Context: an optimization exercise on an open-source flow, tuned for small area and a short achievable clock period. The choices shown serve that exercise and are no tape-out recipe. The RTL was checked by simulation tests, not by an equivalence proof against the original design.

==> branch yarrow: inputs <==
==> flow/design.v <==
`timescale 1 ns / 1 ns
module IIR
          (clk,
           reset,
           clk_enable,
           In1,
           ce_out,
           Out1);
  input   clk;
  input   reset;
  input   clk_enable;
  input   [15:0] In1;   
  output  ce_out;
  output  [15:0] Out1;   
  reg  signed [15:0] s;     
  reg  signed [15:0] d1;    
  reg  signed [15:0] d2;    
  reg  signed [15:0] o;     
  wire signed [15:0] In1_signed = In1;
  wire signed [16:0] c_a3 = 17'sh0F268;
  wire signed [16:0] c_b1 = 17'sh0D9E8;
  wire signed [15:0] c_a2 = -16'sh5E65;
  wire signed [15:0] c_b3 = -16'sh6CF4;
  wire signed [32:0] a_3_mul_temp = c_a3 * d1;
  wire signed [15:0] a_3_out1 = a_3_mul_temp[30:15];
  wire signed [31:0] a_2_mul_temp = c_a2 * s;
  wire signed [15:0] a_2_out1 = a_2_mul_temp[29:14];
  wire signed [31:0] sub2_temp = {{16{In1_signed[15]}}, In1_signed} - {{11{a_2_out1[15]}}, a_2_out1, 5'b00000};
  wire signed [15:0] sub2 = sub2_temp[20:5];
  wire signed [31:0] sub1_temp = {{15{sub2[15]}}, sub2, 1'b0} - {{16{a_3_out1[15]}}, a_3_out1};
  wire signed [15:0] s_next = sub1_temp[16:1];
  wire signed [32:0] b_1_mul_temp = c_b1 * s;
  wire signed [15:0] b_1_out1 = b_1_mul_temp[30:15];
  wire signed [31:0] b_3_mul_temp = c_b3 * d2;
  wire signed [15:0] b_3_out1 = b_3_mul_temp[29:14];
  wire signed [31:0] sum_temp = {{16{b_1_out1[15]}}, b_1_out1} + {{16{b_3_out1[15]}}, b_3_out1};
  wire signed [15:0] o_next = sum_temp[16:1];
  always @(posedge clk or posedge reset)
    begin
      if (reset == 1'b1) begin
        s  <= 16'sh0000;
        d1 <= 16'sh0000;
        d2 <= 16'sh0000;
        o  <= 16'sh0000;
      end
      else if (clk_enable) begin
        s  <= s_next;
        d1 <= s;
        d2 <= d1;
        o  <= o_next;
      end
    end
  assign Out1 = o;
  assign ce_out = clk_enable;
endmodule   
==> flow/run.sh <==
#!/bin/bash
# synth_recipe.tcl (not shown) runs the flow's synth.tcl, then flattens the netlist and writes it again
# the make line also repeats each setting of config.mk as NAME=value (left out here)
make -C /OpenROAD-flow-scripts/flow DESIGN_CONFIG=/design/flow/config.mk WORK_HOME=/design/flow/orfs CLKGATE_MAP_FILE= SYNTH_SCRIPT=/design/flow/synth_recipe.tcl finish
==> flow/config.mk <==
export PLATFORM = sky130hd
export DESIGN_NAME = IIR
export DESIGN_NICKNAME = IIR
export VERILOG_FILES = /design/flow/design.v
export SDC_FILE = /design/flow/constraint.sdc
export NUM_CORES = 4
export LEC_CHECK = 0
export CAP_MARGIN = 20
export CORE_MARGIN = 2
export CORE_UTILIZATION = 40
export SLEW_MARGIN = 20
==> flow/constraint.sdc <==
create_clock -name core_clock -period 10.0 [get_ports {clk}]
set_input_delay 2.0000 -clock core_clock [delete_from_list [all_inputs] [get_ports {clk}]]
set_output_delay 2.0000 -clock core_clock [all_outputs]
set_load 0.01 [all_outputs]
==> branch willow (differences from branch yarrow) <==
==> flow/design.v, changed modules only <==
module IIR
          (clk,
           reset,
           clk_enable,
           In1,
           ce_out,
           Out1);
  input   clk;
  input   reset;
  input   clk_enable;
  input   [15:0] In1;   
  output  ce_out;
  output  [15:0] Out1;   
  reg  [15:0] s;      
  reg  [15:0] t;      
  reg         tk;     
  reg  [15:0] r;      
  reg         rnz;    
  reg  [15:0] v;      
  reg  [15:0] o;      
  wire [31:0] xs = {{16{s[15]}}, s};
  wire [31:0] m = (xs << 15) - (xs << 13) - (xs << 9) + (xs << 7)
                - (xs << 5) + (xs << 2) + xs + 32'd16383
                + ({{21{In1[15]}}, In1[15:5]} << 14) + ({16'd0, t} << 14);
  wire [15:0] s_next = {m[29] ^ tk, m[28:14]};
  wire [31:0] n = 32'd32767 - (xs << 16) + (xs << 12) - (xs << 9)
                - (xs << 7) + (xs << 5) - (xs << 3);
  wire tk_next = n[31] ^ (n[30] & (|n[29:15]));
  wire [31:0] q = (xs << 15) - (xs << 12) - (xs << 10) + (xs << 8)
                - (xs << 4) + (xs << 2);
  wire [15:0] w = q[29:14];
  wire        wnz = |q[13:0];
  wire [15:0] v_next = ~r + {15'd0, ~rnz};
  wire [16:0] sum = {w[15], w} + {v[15], v};
  always @(posedge clk or posedge reset)
    begin
      if (reset == 1'b1) begin
        s   <= 16'h0000;
        t   <= 16'h0000;
        tk  <= 1'b0;
        r   <= 16'h0000;
        rnz <= 1'b0;
        v   <= 16'h0000;
        o   <= 16'h0000;
      end
      else if (clk_enable) begin
        s   <= s_next;
        t   <= n[31:16];
        tk  <= tk_next;
        r   <= w;
        rnz <= wnz;
        v   <= v_next;
        o   <= sum[16:1];
      end
    end
  assign Out1 = o;
  assign ce_out = clk_enable;
endmodule   
==> summary.md <==
| Metric | Value |
|---|---|
| Met3 WL | 1240 um |
| CP dominant cell by count | ha_1 |
| Signal buffers share of area | 0.0190 |
| Post-synth top cells | inv_1, ha_1, fa_1 |
| Post-Synth Adder-Cell Area | 0.631 |
| Cell row count | 82 |
| DR vias | 13500 |
| Fraction of area in registers | 0.0729 |
| Post-synth top area share | 0.356 |
| Status | finished clean |
| Core area | 0.0504 mm2 |
| # clk buffers | 11 |
| Synthesis-to-finish area growth | 7.40% |
The numbers above come from branch yarrow.

==> summary.md <==
| Metric | Value |
|---|---|
| Cell row count | 68 |
| Status | finished clean |
| Post-Synth Adder-Cell Area | 0.496 |
| Core area | 0.0346 mm2 |
| CP dominant cell by count | a21oi_1 |
| Synthesis-to-finish area growth | 8.62% |
| Signal buffers share of area | 0.0264 |
| Met3 WL | 429 um |
| Post-synth top area share | 0.290 |
The numbers above come from branch willow.

==> re-timing with driven ports <==
How much do the figures lean on ideal ports? The routed layouts below were timed once more, with nothing changed but the port constraints. Step 1: set_driving_cell puts a clkbuf_16 on clk and a buf_2 on each other input, an assumption about the parent block. Step 2, shift: input delay + t, output delay - t, t = (earliest + latest rising clock arrival at the registers) / 2. This alone moves slack from input paths to output paths. Three values: ideal, step 1, step 2; two values: the first two.
run | shift t [ns] | setup slack, ns | pins driven straight from the clock port
branch yarrow | 0.394 | 0.712 / 0.712 / 0.712 | 1
branch willow | 0.391 | 2.850 / 2.850 / 2.850 | 1
After both steps every run listed still meets setup and hold.
